Source: an optimization exercise on an open RTL-to-GDS flow (aim: small area, a short achievable clock period and few clock cycles). Production flows keep margins and buffers that such runs may drop.
In this exercise RTL edits were held to simulation tests only and were not proved equivalent to the original.

==> run a: inputs <==
==> flow/design.v (excerpt) <==
module EPU(
  input clk,rst,
  input EPU_start,
  output logic im0_CEB,
  output logic im0_WEB,
  output logic [13:0]im0_A,
  output logic [7:0]im0_D,
  input [7:0]im0_Q,
  output logic im1_CEB,
  output logic im1_WEB,
  output logic [13:0]im1_A,
  output logic [7:0]im1_D,
  input [7:0]im1_Q,
  output logic w_CEB,
  output logic [13:0]w_A,
  input [7:0]w_Q,
  output logic EPU_done
);
Settings: LEC_CHECK=0, CAP_MARGIN=20, CORE_MARGIN=2, CORE_UTILIZATION=35, SLEW_MARGIN=20; clock period 11.0 ns.
standard.sh (not shown) runs the stock make flow with config.mk's settings and CLKGATE_MAP_FILE= SYNTH_SCRIPT=/design/flow/synth_recipe.tcl, a recipe that flattens the netlist after the stock synthesis.
==> flow/flow/run.sh <==
#!/bin/bash
# Layout flow: the standard flow (standard.sh, which runs ORFS from
# synthesis to the final layout with the standard flow's config.mk and constraints),
# with these changes to how the layout is optimised:
#  - repair_timing aims for 7.5 ns of setup slack instead of 0, so the
#    resizer upsizes and buffers paths for a shorter achieved period;
#  - clock tree clusters of up to 25 sinks within 80 um (fewer, larger
#    leaf buffers);
#  - the port buffers that buffer_ports inserts are buf_4 cells.
# The clock period, constraints, synthesis and every other step are the
# standard flow's. ORFS writes each step's full log under orfs/logs/.
export SETUP_SLACK_MARGIN=7.5
export CTS_CLUSTER_SIZE=25
export CTS_CLUSTER_DIAMETER=80
export BUFFER_PORTS_ARGS="-buffer_cell sky130_fd_sc_hd__buf_4"
bash standard.sh > standard.log 2>&1
==> run b: changes against run a <==
--- a/flow/design.v
+++ b/flow/design.v
@@ -208,12 +208,13 @@
       a_last  <= m_last;
     end
   end
   logic [7:0] d0, d1, d2, d3, d4, d5, d6, d7;
   logic [7:0] wsel, bias_r;
   logic [3:0] bone, btwo, bneg, one_r, two_r, neg_r;
+  logic       g_r;
   assign wsel = !r_valid ? 8'd0 : gap ? 8'd1 : w_Q;
   always_comb begin
     for (int k = 0; k < 4; k++) begin
       logic hi, mid, lo;
       hi  = wsel[2*k+1];
       mid = wsel[2*k];
@@ -224,71 +225,94 @@
     end
   end
   always_ff @(posedge clk) begin
     d0 <= layer[0] ? im1_Q : im0_Q;
     d1 <= d0; d2 <= d1; d3 <= d2; d4 <= d3; d5 <= d4; d6 <= d5; d7 <= d6;
     one_r <= bone; two_r <= btwo; neg_r <= bneg;
+    g_r <= gap & r_valid;    
     if (r_bias) bias_r <= gap ? 8'd0 : w_Q;
   end
   logic [16:0] s00, c00, s01, c01, s10, c10, s11, c11;
+  logic [14:0] s00_r, c00_r, s01_r, c01_r, s10_r, c10_r, s11_r, c11_r;
   PE_unit mul00 (.a(d7), .one(one_r), .two(two_r), .neg(neg_r), .g(1'b0), .s(s00), .c(c00));
   PE_unit mul01 (.a(d6), .one(one_r), .two(two_r), .neg(neg_r), .g(1'b0), .s(s01), .c(c01));
   PE_unit mul10 (.a(d1), .one(one_r), .two(two_r), .neg(neg_r), .g(1'b0), .s(s10), .c(c10));
-  PE_unit mul11 (.a(d0), .one(one_r), .two(two_r), .neg(neg_r), .g(gap),  .s(s11), .c(c11));
-  logic [14:0] s00_r, c00_r, s01_r, c01_r, s10_r, c10_r, s11_r, c11_r;
-  logic [22:0] acc00, acc01, acc10, acc11;
+  PE_unit mul11 (.a(d0), .one(one_r), .two(two_r), .neg(neg_r), .g(g_r),  .s(s11), .c(c11));
+  logic        h_first;
+  always_ff @(posedge clk) h_first <= a_first;
+  logic [15:0] lo00, lo01, lo10, lo11;
+  logic [6:0]  hi00, hi01, hi10, hi11;
+  logic        up00, up01, up10, up11, dn00, dn01, dn10, dn11;
+  logic [16:0] t00, t01, t10, t11;
   logic [22:0] bias_x;
-  localparam logic [22:0] PK = 23'h7F8000;    
   assign bias_x = {{15{bias_r[7]}}, bias_r};
+  assign t00 = (a_first ? bias_x[15:0] : lo00) + {2'b0, s00_r} + {2'b0, c00_r};
+  assign t01 = (a_first ? bias_x[15:0] : lo01) + {2'b0, s01_r} + {2'b0, c01_r};
+  assign t10 = (a_first ? bias_x[15:0] : lo10) + {2'b0, s10_r} + {2'b0, c10_r};
+  assign t11 = (a_first ? bias_x[15:0] : lo11) + {2'b0, s11_r} + {2'b0, c11_r};
   always_ff @(posedge clk) begin
     s00_r <= s00[14:0]; c00_r <= c00[14:0];
     s01_r <= s01[14:0]; c01_r <= c01[14:0];
     s10_r <= s10[14:0]; c10_r <= c10[14:0];
     s11_r <= s11[14:0]; c11_r <= c11[14:0];
-    acc00 <= (a_first ? bias_x : acc00) + {8'd0, s00_r} + {8'd0, c00_r} + PK;
-    acc01 <= (a_first ? bias_x : acc01) + {8'd0, s01_r} + {8'd0, c01_r} + PK;
-    acc10 <= (a_first ? bias_x : acc10) + {8'd0, s10_r} + {8'd0, c10_r} + PK;
-    acc11 <= (a_first ? bias_x : acc11) + {8'd0, s11_r} + {8'd0, c11_r} + PK;
+    lo00 <= {~t00[15], t00[14:0]}; up00 <= t00[16] & t00[15]; dn00 <= !t00[16] & !t00[15];
+    lo01 <= {~t01[15], t01[14:0]}; up01 <= t01[16] & t01[15]; dn01 <= !t01[16] & !t01[15];
+    lo10 <= {~t10[15], t10[14:0]}; up10 <= t10[16] & t10[15]; dn10 <= !t10[16] & !t10[15];
+    lo11 <= {~t11[15], t11[14:0]}; up11 <= t11[16] & t11[15]; dn11 <= !t11[16] & !t11[15];
+    hi00 <= (h_first ? bias_x[22:16] : hi00) + {{6{dn00}}, up00 | dn00};
+    hi01 <= (h_first ? bias_x[22:16] : hi01) + {{6{dn01}}, up01 | dn01};
+    hi10 <= (h_first ? bias_x[22:16] : hi10) + {{6{dn10}}, up10 | dn10};
+    hi11 <= (h_first ? bias_x[22:16] : hi11) + {{6{dn11}}, up11 | dn11};
   end
-  logic ph1, ph2, ph3, ph4;
+  logic [22:0] acc00, acc01, acc10, acc11;
+  assign acc00 = {hi00, lo00};
+  assign acc01 = {hi01, lo01};
+  assign acc10 = {hi10, lo10};
+  assign acc11 = {hi11, lo11};
+  logic x_last, ph1, ph2, ph3, ph4;
   logic sel00, sel01, sel10, sel11;
   logic [22:0] mx, acc_sel;
   logic        gt;
   always_ff @(posedge clk or posedge rst) begin
     if (rst) begin
-      ph1 <= 1'b0; ph2 <= 1'b0; ph3 <= 1'b0; ph4 <= 1'b0; ph5 <= 1'b0;
+      x_last <= 1'b0; ph1 <= 1'b0; ph2 <= 1'b0; ph3 <= 1'b0; ph4 <= 1'b0; ph5 <= 1'b0;
     end else begin
-      ph1 <= a_last;
+      x_last <= a_last;
+      ph1 <= x_last;
       ph2 <= ph1 & conv;
       ph3 <= ph2;
       ph4 <= ph3;
       ph5 <= ph4 | (ph1 & !conv);
     end
   end
   always_ff @(posedge clk) begin
-    sel00 <= a_last & conv;
+    sel00 <= x_last & conv;
     sel01 <= ph1 & conv;
     sel10 <= ph2;
-    sel11 <= (a_last & !conv) | ph3;
+    sel11 <= (x_last & !conv) | ph3;
   end
   assign acc_sel = ({23{sel00}} & acc00) | ({23{sel01}} & acc01) |
                    ({23{sel10}} & acc10) | ({23{sel11}} & acc11);
   assign gt = $signed(acc_sel) > $signed(mx);
   always_ff @(posedge clk)
     if (ph1 || ((ph2 || ph3 || ph4) && gt)) mx <= acc_sel;
   logic [22:0] rl;
   logic [7:0]  qv;
   logic        rnd;
   assign rl = mx[22] ? 23'd0 : mx;
+  logic sh10, sh2, sh7;    
+  always_ff @(posedge clk) begin
+    sh10 <= (layer == 3'd0);
+    sh2  <= (layer == 3'd4);
+    sh7  <= (layer == 3'd5) || (layer == 3'd6);
+  end
   always_comb begin
-    case (layer)
-      3'd0:    begin qv = rl[17:10]; rnd = rl[9] & ((|rl[8:0]) | rl[10]); end
-      3'd4:    begin qv = rl[9:2];   rnd = rl[1] & (rl[0] | rl[2]); end
-      3'd5, 3'd6: begin qv = rl[14:7]; rnd = rl[6] & ((|rl[5:0]) | rl[7]); end
-      default: begin qv = rl[16:9];  rnd = rl[8] & ((|rl[7:0]) | rl[9]); end
-    endcase
+    if (sh10)     begin qv = rl[17:10]; rnd = rl[9] & ((|rl[8:0]) | rl[10]); end
+    else if (sh2) begin qv = rl[9:2];   rnd = rl[1] & (rl[0] | rl[2]); end
+    else if (sh7) begin qv = rl[14:7];  rnd = rl[6] & ((|rl[5:0]) | rl[7]); end
+    else          begin qv = rl[16:9];  rnd = rl[8] & ((|rl[7:0]) | rl[9]); end
   end
   logic [7:0] d_r;
   assign im0_D = d_r;
   assign im1_D = d_r;
   always_ff @(posedge clk) d_r <= qv + {7'd0, rnd};
   logic rd, wr;
==> flow_metrics.tcl <==
set metrics [dict create \
    dieHeight_um 277.9 \
    status "finished clean" \
    antenna_found_initial 0 \
    postCtsResizedCells 27 \
    crit_cells 1 \
    min_to "d5[1]$_DFF_P_" \
    nNetsFinal 3095 \
    wl_met1_um 31830 \
    dp_cells 3684 \
    synth_cell_types 85 \
    p_per_area_nw_per_um2 255.0 \
]
That was run b.
==> flow_metrics.tcl <==
set metrics [dict create \
    status "finished clean" \
    crit_cells 14 \
    dp_cells 3719 \
    synth_cell_types 84 \
    nNetsFinal 3149 \
    min_to "d4[0]$_DFF_P_" \
    p_per_area_nw_per_um2 205.2 \
    dieHeight_um 278.5 \
    wl_met1_um 31390 \
    antenna_found_initial 4 \
]
That was run a.
Testbench counts of run a, summed over its fixed seeds: cycles 4,342,224.
Testbench counts of run b, summed over its fixed seeds: cycles 4,342,228.

-- static timing again, ports no longer ideal --
No port has a modelled driver above. Below, the same layouts with a new extraction and two added sets of constraints. Step 1 (the two cells are an assumption about what drives the block):
set clk [get_ports {clk}]
set_driving_cell -lib_cell sky130_fd_sc_hd__clkbuf_16 $clk
set_driving_cell -lib_cell sky130_fd_sc_hd__buf_2 [delete_from_list [all_inputs] $clk]
Step 2 moves the port delays by t, midway between the first and last clock arrival at a register: inputs arrive t later, outputs are due t later. That takes back most of the time a late clock gives input paths. a / b / c = no drivers / after step 1 / after step 2; a / b = the first two.
run	t, ns	setup slack, ns	clock arrival spread, ns
run a	0.674	7.456 / 7.456 / 7.456	0.028 / 0.027
run b	0.669	7.600 / 7.535 / 7.637	0.038 / 0.039
After both steps every run listed still meets setup and hold.
